From an optimization exercise on the open Yosys and OpenROAD flow, aimed at a short achievable clock period and few clock cycles; shortcuts taken in it are not production practice. In this exercise RTL edits were held to simulation tests only and were not proved equivalent to the original. Power and IR drop assume default switching activity.

===== design.v =====
`default_nettype none
`timescale 1ns / 1ps
module rv32i_cpu_t(
    input wire clk,                    
    input wire reset,                  
    input wire hold,                   
    input wire [31:0] in_data,         
    output wire [3:0] out_write_mask,  
    output wire [31:0] out_mem_addr,   
    output wire [31:0] out_data        
    );
  localparam RESET_VECTOR  = 32'h00010074;
  localparam STACK_POINTER = 32'hffffffff;
  reg [31:0] fpc;       
  reg [31:0] aq;        
  reg        d_valid;
  reg [31:0] d_inst;
  reg [31:0] d_pc;
  reg [31:0] d_pc4;
  reg        e_valid;
  reg [31:0] e_a;       
  reg [31:0] e_r2;      
  reg [31:0] e_imm;     
  reg [31:0] e_pre;     
  reg [31:0] e_alt;     
  reg [4:0]  e_rd;
  reg        e_wen;
  reg        e_load;    
  reg        e_store;
  reg        e_br;
  reg        e_jalr;
  reg        e_pred;
  reg [2:0]  e_f3;
  reg        e_selimm, e_selpre, e_seladd, e_sub, e_slt, e_sltu,
             e_xor, e_or, e_and, e_sll, e_sr, e_sra;
  reg        e_fm1, e_fw1, e_ld1, e_fm2, e_fw2, e_ld2;
  reg        m_valid;
  reg        m_port;    
  reg        m_load;
  reg        m_wen;
  reg [4:0]  m_rd;
  reg [2:0]  m_f3;
  reg [31:0] m_res;
  reg [31:0] m_sd;
  reg [3:0]  m_mask;
  reg        w_wen;
  reg [4:0]  w_rd;
  reg [31:0] w_data;
  assign out_mem_addr   = aq;
  assign out_write_mask = m_mask;
  assign out_data       = m_sd;
  wire [1023:0] xv;
  assign xv[31:0] = 32'd0;
  genvar gi;
  generate
    for (gi = 1; gi < 32; gi = gi + 1) begin : g_rf
      reg [31:0] r;
      always @(posedge clk) begin
        if (reset && gi == 2)
          r <= STACK_POINTER;
        else if (w_wen && w_rd == gi)
          r <= w_data;
      end
      assign xv[gi*32 +: 32] = r;
    end
  endgenerate
  wire [4:0] d_op  = d_inst[6:2];
  wire [4:0] d_rd  = d_inst[11:7];
  wire [2:0] d_f3  = d_inst[14:12];
  wire [4:0] d_rs1 = d_inst[19:15];
  wire [4:0] d_rs2 = d_inst[24:20];
  wire d_is_load  = d_op == 5'b00000;
  wire d_is_opimm = d_op == 5'b00100;
  wire d_is_auipc = d_op == 5'b00101;
  wire d_is_store = d_op == 5'b01000;
  wire d_is_op    = d_op == 5'b01100;
  wire d_is_lui   = d_op == 5'b01101;
  wire d_is_br    = d_op == 5'b11000;
  wire d_is_jalr  = d_op == 5'b11001;
  wire d_is_jal   = d_op == 5'b11011;
  wire d_rdnz = d_rd != 5'd0;
  wire d_wen  = d_rdnz & (d_is_load | d_is_opimm | d_is_auipc | d_is_op |
                          d_is_lui | d_is_jalr | d_is_jal);
  wire d_use1 = d_is_load | d_is_opimm | d_is_store | d_is_op | d_is_br | d_is_jalr;
  wire d_use2 = d_is_store | d_is_op | d_is_br;
  wire [31:0] d_immi = {{21{d_inst[31]}}, d_inst[30:20]};
  wire [31:0] d_imms = {{21{d_inst[31]}}, d_inst[30:25], d_inst[11:7]};
  wire [31:0] d_immb = {{20{d_inst[31]}}, d_inst[7], d_inst[30:25], d_inst[11:8], 1'b0};
  wire [31:0] d_immu = {d_inst[31:12], 12'b0};
  wire [31:0] d_immj = {{12{d_inst[31]}}, d_inst[19:12], d_inst[20], d_inst[30:21], 1'b0};
  wire [31:0] d_toff = d_is_jal ? d_immj : d_is_br ? d_immb : d_immu;
  wire [31:0] d_tgt  = d_pc + d_toff;
  wire d_pred = d_is_br & d_inst[31] & (d_f3[2:1] != 2'b01);
  wire [31:0] rf1 = (w_wen && w_rd == d_rs1) ? w_data : xv[d_rs1*32 +: 32];
  wire [31:0] rf2 = (w_wen && w_rd == d_rs2) ? w_data : xv[d_rs2*32 +: 32];
  wire [31:0] opa = e_fm1 ? m_res : e_fw1 ? w_data : e_a;
  wire [31:0] r2v = e_fm2 ? m_res : e_fw2 ? w_data : e_r2;
  wire [31:0] opb = e_selimm ? e_imm : r2v;
  wire [31:0] sum = opa + (e_sub ? ~opb : opb) + {31'd0, e_sub};
  wire        eq  = opa == opb;
  wire        ltu = opa < opb;
  wire        lts = $signed(opa) < $signed(opb);
  wire [31:0] sll = opa << opb[4:0];
  wire [31:0] sr  = $signed({e_sra & opa[31], opa}) >>> opb[4:0];
  wire [31:0] res = ({32{e_selpre}} & e_pre) |
                    ({32{e_seladd}} & sum) |
                    ({32{e_slt}}    & {31'd0, lts}) |
                    ({32{e_sltu}}   & {31'd0, ltu}) |
                    ({32{e_xor}}    & (opa ^ opb)) |
                    ({32{e_or}}     & (opa | opb)) |
                    ({32{e_and}}    & (opa & opb)) |
                    ({32{e_sll}}    & sll) |
                    ({32{e_sr}}     & sr);
  reg taken;
  always @* begin
    case (e_f3)
      3'd0:    taken = eq;
      3'd1:    taken = !eq;
      3'd4:    taken = lts;
      3'd5:    taken = !lts;
      3'd6:    taken = ltu;
      3'd7:    taken = !ltu;
      default: taken = 1'b0;
    endcase
  end
  reg [3:0] smask;
  always @* begin
    case (e_f3[1:0])
      2'd0:    smask = 4'b0001 << sum[1:0];
      2'd1:    smask = sum[0] ? 4'b0000 : sum[1] ? 4'b1100 : 4'b0011;
      default: smask = (sum[1:0] == 2'd0) ? 4'b1111 : 4'b0000;
    endcase
  end
  wire [31:0] sdata = (e_f3[1:0] == 2'd0) ? {4{r2v[7:0]}} :
                      (e_f3[1:0] == 2'd1) ? {2{r2v[15:0]}} : r2v;
  wire e_stall    = e_valid & (e_ld1 | e_ld2);
  wire e_adv      = e_valid & ~e_stall;
  wire e_redirect = e_adv & (e_jalr | (e_br & (taken ^ e_pred)));
  wire [31:0] e_target = e_jalr ? {sum[31:1], 1'b0} : e_alt;
  wire e_port     = e_adv & (e_load | (e_store & (smask != 4'd0)));
  wire [1:0] ma = m_res[1:0];
  wire m_byte = m_f3[1:0] == 2'd0;
  wire m_half = m_f3[1:0] == 2'd1;
  wire m_sgn  = ~m_f3[2];
  wire s_w  = (m_f3 == 3'd2) & (ma == 2'd0);
  wire s_h0 = m_half & (ma == 2'd0);
  wire s_h2 = m_half & (ma == 2'd2);
  wire s_b0 = m_byte & (ma == 2'd0);
  wire s_b1 = m_byte & (ma == 2'd1);
  wire s_b2 = m_byte & (ma == 2'd2);
  wire s_b3 = m_byte & (ma == 2'd3);
  wire [7:0] ld_lo = ({8{s_w | s_h0 | s_b0}} & in_data[7:0]) |
                     ({8{s_h2 | s_b2}}       & in_data[23:16]) |
                     ({8{s_b1}}              & in_data[15:8]) |
                     ({8{s_b3}}              & in_data[31:24]);
  wire sign8  = m_sgn & ((s_b0 & in_data[7]) | (s_b1 & in_data[15]) |
                         (s_b2 & in_data[23]) | (s_b3 & in_data[31]));
  wire sign16 = m_sgn & ((s_h0 & in_data[15]) | (s_h2 & in_data[31]));
  wire [7:0] ld_mid = ({8{s_w | s_h0}} & in_data[15:8]) |
                      ({8{s_h2}}       & in_data[31:24]) |
                      {8{sign8}};
  wire [15:0] ld_hi = ({16{s_w}} & in_data[31:16]) | {16{sign8 | sign16}};
  wire [31:0] ld_val = {ld_hi, ld_mid, ld_lo};
  wire d_fire     = d_valid & ~e_stall;
  wire d_redirect = d_fire & ~e_redirect & (d_is_jal | d_pred);
  wire f_fire     = ~m_port & (~d_valid | d_fire);
  wire [31:0] fpc4 = fpc + 32'd4;
  wire [31:0] fpc_next = e_redirect ? e_target :
                         d_redirect ? d_tgt :
                         f_fire     ? fpc4 : fpc;
  always @(posedge clk) begin
    if (reset) begin
      fpc     <= RESET_VECTOR;
      aq      <= RESET_VECTOR;
      d_valid <= 1'b0;
      e_valid <= 1'b0;
      m_valid <= 1'b0;
      m_port  <= 1'b0;
      m_mask  <= 4'd0;
      w_wen   <= 1'b0;
    end else if (!hold) begin
      fpc <= fpc_next;
      aq  <= e_port ? sum : fpc_next;
      if (f_fire) begin
        d_inst <= in_data;
        d_pc   <= fpc;
        d_pc4  <= fpc4;
      end
      d_valid <= f_fire ? ~(e_redirect | d_redirect) :
                 d_fire ? 1'b0 : d_valid & ~e_redirect;
      if (d_fire) begin
        e_a      <= rf1;
        e_r2     <= rf2;
        e_imm    <= d_is_store ? d_imms : d_immi;
        e_pre    <= d_is_lui ? d_immu : d_is_auipc ? d_tgt : d_pc4;
        e_alt    <= d_pred ? d_pc4 : d_tgt;
        e_rd     <= d_rd;
        e_wen    <= d_wen;
        e_load   <= d_is_load & d_rdnz;
        e_store  <= d_is_store;
        e_br     <= d_is_br;
        e_jalr   <= d_is_jalr;
        e_pred   <= d_pred;
        e_f3     <= d_f3;
        e_selimm <= d_is_opimm | d_is_load | d_is_store | d_is_jalr;
        e_selpre <= d_is_lui | d_is_auipc | d_is_jal | d_is_jalr;
        e_seladd <= ((d_is_op | d_is_opimm) & (d_f3 == 3'd0)) | d_is_load | d_is_store;
        e_sub    <= d_is_op & (d_f3 == 3'd0) & d_inst[30];
        e_slt    <= (d_is_op | d_is_opimm) & (d_f3 == 3'd2);
        e_sltu   <= (d_is_op | d_is_opimm) & (d_f3 == 3'd3);
        e_xor    <= (d_is_op | d_is_opimm) & (d_f3 == 3'd4);
        e_or     <= (d_is_op | d_is_opimm) & (d_f3 == 3'd6);
        e_and    <= (d_is_op | d_is_opimm) & (d_f3 == 3'd7);
        e_sll    <= (d_is_op | d_is_opimm) & (d_f3 == 3'd1);
        e_sr     <= (d_is_op | d_is_opimm) & (d_f3 == 3'd5);
        e_sra    <= d_inst[30];
        e_fm1    <= e_valid & e_wen & ~e_load & (e_rd == d_rs1);
        e_ld1    <= e_valid & e_wen &  e_load & (e_rd == d_rs1) & d_use1;
        e_fw1    <= m_valid & m_wen & (m_rd == d_rs1);
        e_fm2    <= e_valid & e_wen & ~e_load & (e_rd == d_rs2);
        e_ld2    <= e_valid & e_wen &  e_load & (e_rd == d_rs2) & d_use2;
        e_fw2    <= m_valid & m_wen & (m_rd == d_rs2);
      end else if (e_stall) begin
        e_a   <= opa;
        e_r2  <= r2v;
        e_fm1 <= 1'b0;
        e_fm2 <= 1'b0;
        e_fw1 <= e_ld1;
        e_fw2 <= e_ld2;
        e_ld1 <= 1'b0;
        e_ld2 <= 1'b0;
      end
      e_valid <= d_fire ? ~e_redirect : e_stall;
      m_valid <= e_adv;
      m_port  <= e_port;
      m_mask  <= (e_adv & e_store) ? smask : 4'd0;
      if (e_adv) begin
        m_load <= e_load;
        m_wen  <= e_wen;
        m_rd   <= e_rd;
        m_f3   <= e_f3;
        m_res  <= res;
        m_sd   <= sdata;
      end
      w_wen <= m_valid & m_wen;
      if (m_valid) begin
        w_rd   <= m_rd;
        w_data <= m_load ? ld_val : m_res;
      end
    end
  end
endmodule

===== run.sh =====
#!/bin/bash
# synth_recipe.tcl (not shown) runs the flow's synth.tcl, then flattens the netlist and writes it again
# the make line also repeats each setting of config.mk as NAME=value (left out here)
make -C /OpenROAD-flow-scripts/flow DESIGN_CONFIG=/design/flow/config.mk WORK_HOME=/design/flow/orfs CLKGATE_MAP_FILE= SYNTH_SCRIPT=/design/flow/synth_recipe.tcl finish

===== config.mk =====
export PLATFORM = sky130hd
export DESIGN_NAME = rv32i_cpu_t
export DESIGN_NICKNAME = rv32i_cpu_t
export VERILOG_FILES = /design/flow/design.v
export SDC_FILE = /design/flow/constraint.sdc
export NUM_CORES = 4
export LEC_CHECK = 0
export CAP_MARGIN = 20
export CORE_MARGIN = 2
export CORE_UTILIZATION = 40
export SLEW_MARGIN = 20

===== constraint.sdc =====
create_clock -name core_clock -period 12.0 [get_ports {clk}]
set_input_delay 2.4000 -clock core_clock [delete_from_list [all_inputs] [get_ports {clk}]]
set_output_delay 2.4000 -clock core_clock [all_outputs]
set_load 0.01 [all_outputs]

==> impl_metrics.json <==
{
  "placed_area_um2": 80800,
  "status": "no timing/DRC/antenna violations",
  "timing.hold.ws_ns": 0.451,
  "powerDensity_nw_per_um2": 133,
  "vias": 52700,
  "gr-total-overflow": 0,
  "avgSynthCellArea_um2": 13.8,
  "path_common_cell": "a21oi_1",
  "cts_setup_buffers": 0,
  "setup_slack_ns": 5.34,
  "final_area_um2": 86200,
  "cp_slowest_cell": "nand3_2",
  "die_h_um": 442,
  "rows": 160,
  "clock_path_buffers": 3,
  "grt_pass1_vias": 50500,
  "firstDrtPassIters": 9,
  "dp.cells": 7909,
  "fmax_mhz": 150,
  "async_flop_share_pct": 0,
  "synth_cell_types": 89,
  "root_buffer": "clkbuf_16",
  "drt_wl_total_mm": 282,
  "clkLatencyLatePin_ns": 0.85,
  "finalHoldViolCount": 0,
  "start_util_pct": 40.3,
  "cts_buffers": 156,
  "post-route-drc-count": 0,
  "ys_ff_latch": 1439,
  "synth_flop_cell": "edfxtp_1",
  "path_cells": "buf_4 > mux2i_1 > nor2_1 > a21oi_1 > nor2_1 > a21oi_1 > ha_1 > a21oi_1 > o21ai_0 > nand2b_1 > and3_1 > a2111oi_4 > xnor2_1 > a221o_1 > nand3_2 > a211oi_1 > a211oi_1 > nor3_1",
  "yosysMostFrequentCell": "edfxtp_1",
  "critPathCaptureType": "register",
  "path_class": "register to register",
  "clkSinkCount": 1439,
  "max_stage_delay_ns": 0.82,
  "final_util_pct": 45.3,
  "nets": 5771,
  "cp_data_arrival_time_ns": 7.41,
  "viasPerCell": 6.41,
  "dieWidth_um": 442,
  "portBuffers": 102,
  "setup_viol_count_final": 0,
  "worstPathRequired_ns": 12.74,
  "min_period_ns": 6.66,
  "clk_pin_slew_worst_paths_ns": 0.06,
  "synth_area_leaders": "edfxtp_1 52%, mux4_2 17%, mux2i_1 3.4%",
  "finalNonFillerCells": 8220,
  "synth_warnings": 1,
  "syn_area_um2": 76600,
  "slew_violations": 0,
  "crit_path_start_kind": "register",
  "routedWlPerCell_um": 34.3,
  "final.setup.tns_ns": 0,
  "leakagePower_nw": 29.1,
  "rsz0062_at_grt": "false",
  "dp_hpwl_mm": 180,
  "clock_skew_ns": 0.0590,
  "die-area_um2": 195000,
  "cp_max_fo": 32,
  "n_fill_cell": 16800,
  "ant_nets": 0,
  "yosysTopAreaCell": "edfxtp_1",
  "power_mw": 11.5,
  "grt_pass1_wl_mm": 394,
  "gp_congestion": 1.05,
  "track_usage_pct": 28.6,
  "tightest_slew_ns": 1.24,
  "areaGrowthSynthToFinish_pct": 12.5,
  "syn_nets": 5748,
  "dr.first_iter.drc_count": 7248,
  "synth_edf_count": 1334,
  "htree_num_levels": 4,
  "pin_count": 103,
  "grt_max_degree": 125,
  "yosysSeqAreaShare_pct": 55.0,
  "cts_tree": "built",
  "postCtsHoldBufs": 0,
  "cap_violations": 0,
  "synthTopCellsByCount": "1334 x edfxtp_1, 576 x mux4_2, 506 x nand2_1",
  "synthCells": 5554,
  "relSlewSlack_pct": 16.2,
  "fin_crit_sh_pct": 55.5,
  "antenna_found_initial": 12,
  "final_layout_size_suffix_gt1_share_pct": 19.4,
  "place_ws_ns": 5.49,
  "ir_drop_mv": 0.143,
  "core_region_area_um2": 190000,
  "cts_resized": 0,
  "synth_top_area_share_pct": 52.3,
  "hold_path_class": "register to register"
}
-- power breakdown --
part           switching [mW]  internal, mW  leakage, nW  total (mW)
sequential             0.0485          5.48         12.9        5.53
combinational           0.719         0.420         13.8        1.14
clock                    2.12          2.69         2.43        4.81
total                    2.89          8.58         29.1        11.5
-- path summary, 6_finish.rpt --
kind | startpoint | to | slack [ns] | cells after the start
setup / recovery | e_fw2$_DFFE_PP_ | fpc[31]$_SDFFE_PP0N_ | 5.34 | 18
hold / removal | m_mask[0]$_SDFFE_PP0N_ | m_mask[0]$_SDFFE_PP0N_ | 0.45 | 2
setup reg to reg | e_fw2$_DFFE_PP_ | fpc[31]$_SDFFE_PP0N_ | 5.34 | 18
hold reg to reg | m_mask[0]$_SDFFE_PP0N_ | m_mask[0]$_SDFFE_PP0N_ | 0.45 | 2
-- layer usage --
layer	global-route usage [%]	share of wire (%)
met5	0	0.0067
met4	14.5	5.7
met3	4.81	9.4
met2	44.2	46
met1	39.2	39
-- placed cells by master (no fill, tap or decap), types with 65 or more instances in the layout --
cell type        instances
xnor2_1                 96
clkdlybuf4s50_1        100
o211ai_1                65
inv_1                  108
edfxtp_1              1334
dfxtp_1                105
mux2i_1                257
o21ai_0                304
nor2_1                 321
nand2_1                506
ha_1                   157
a21oi_1                362
buf_4                  147
mux4_2                 576
clkbuf_16              157
xor2_1                  81
-- critical path, delay by kind of cell, from the launching register on --
| kind | cells | cell delay [ns] |
|---|---|---|
| AOI/OAI and AO/OA | 8 | 3.13 |
| DFF | 1 | 0.33 |
| xor gates and xnor gates | 1 | 0.17 |
| buffers and inverters | 1 | 0.51 |
| and+or+nand+nor | 6 | 1.73 |
| muxes | 1 | 0.25 |
| adders and majority gates | 1 | 0.39 |
-- state kept, by name, indices dropped and copies added, names as in the netlist, 3 cells and up --
register / cells
e_rd: 5
fpc: 32
e_f3: 3
m_res: 32
w_data: 32
e_a: 32
m_rd: 5
m_f3: 3
e_alt: 32
d_pc4: 32
w_rd: 5
m_mask: 4
g_rf.r: 992
e_pre: 32
e_imm: 12
m_sd: 32
e_r2: 32
d_inst: 30
d_pc: 30
aq: 32
-- kinds of logic after synthesis --
kind of cell	Yosys count	share of synthesized area, %
xor gates and xnor gates	177	2.02
adders and majority gates	159	2.62
and+or+nand+nor	1170	6.62
AOI/OAI and AO/OA	1188	9.88
buffers and inverters	530	2.66
muxes	891	21.2
DFF	1439	55.0
-- layout make-up --
type | count | area, um2 | area share [%]
flip-flops and latches | 1439 | 42200 | 48.9
multi-input cells | 3585 | 32800 | 38.0
clock buffers | 205 | 4160 | 4.83
well taps | 2511 | 3140 | 3.65
repair buffers | 279 | 2640 | 3.06
clock inverters | 83 | 850 | 0.986
inverters | 116 | 435 | 0.505
diodes | 2 | 5.00 | 0.00581
Testbench counts, summed over its fixed seeds: cycles 255,392.

==> separate check: timing with driven ports <==
In the flow no input, the clock included, has a driving cell. The finished layout below was timed again as built, in two steps. Step 1 (the two cells are an assumption about what drives the block):
set clk [get_ports {clk}]
set_driving_cell -lib_cell sky130_fd_sc_hd__clkbuf_16 $clk
set_driving_cell -lib_cell sky130_fd_sc_hd__buf_2 [delete_from_list [all_inputs] $clk]
Step 2 adds t to the input delays and takes it off the output delays; t is the mean of the earliest and latest rising clock arrival at the registers after step 1. Input paths then give back, and output paths get back, about the clock's delay inside the block. a / b / c = ideal ports / drivers / drivers and shift; a / b = the first two.
shift t [ns]: 0.906
setup WS [ns]: 5.339 / 5.339 / 5.339
worst setup path after step 2: register to register
latest minus earliest clock arrival (ns): 0.066 / 0.066
worst register clock-pin slew, ns: 0.08 / 0.08
After both steps setup and hold are still met in this run. For this run, drivers alone change the setup slack by 0.000 ns; drivers and shift together by 0.000 ns.
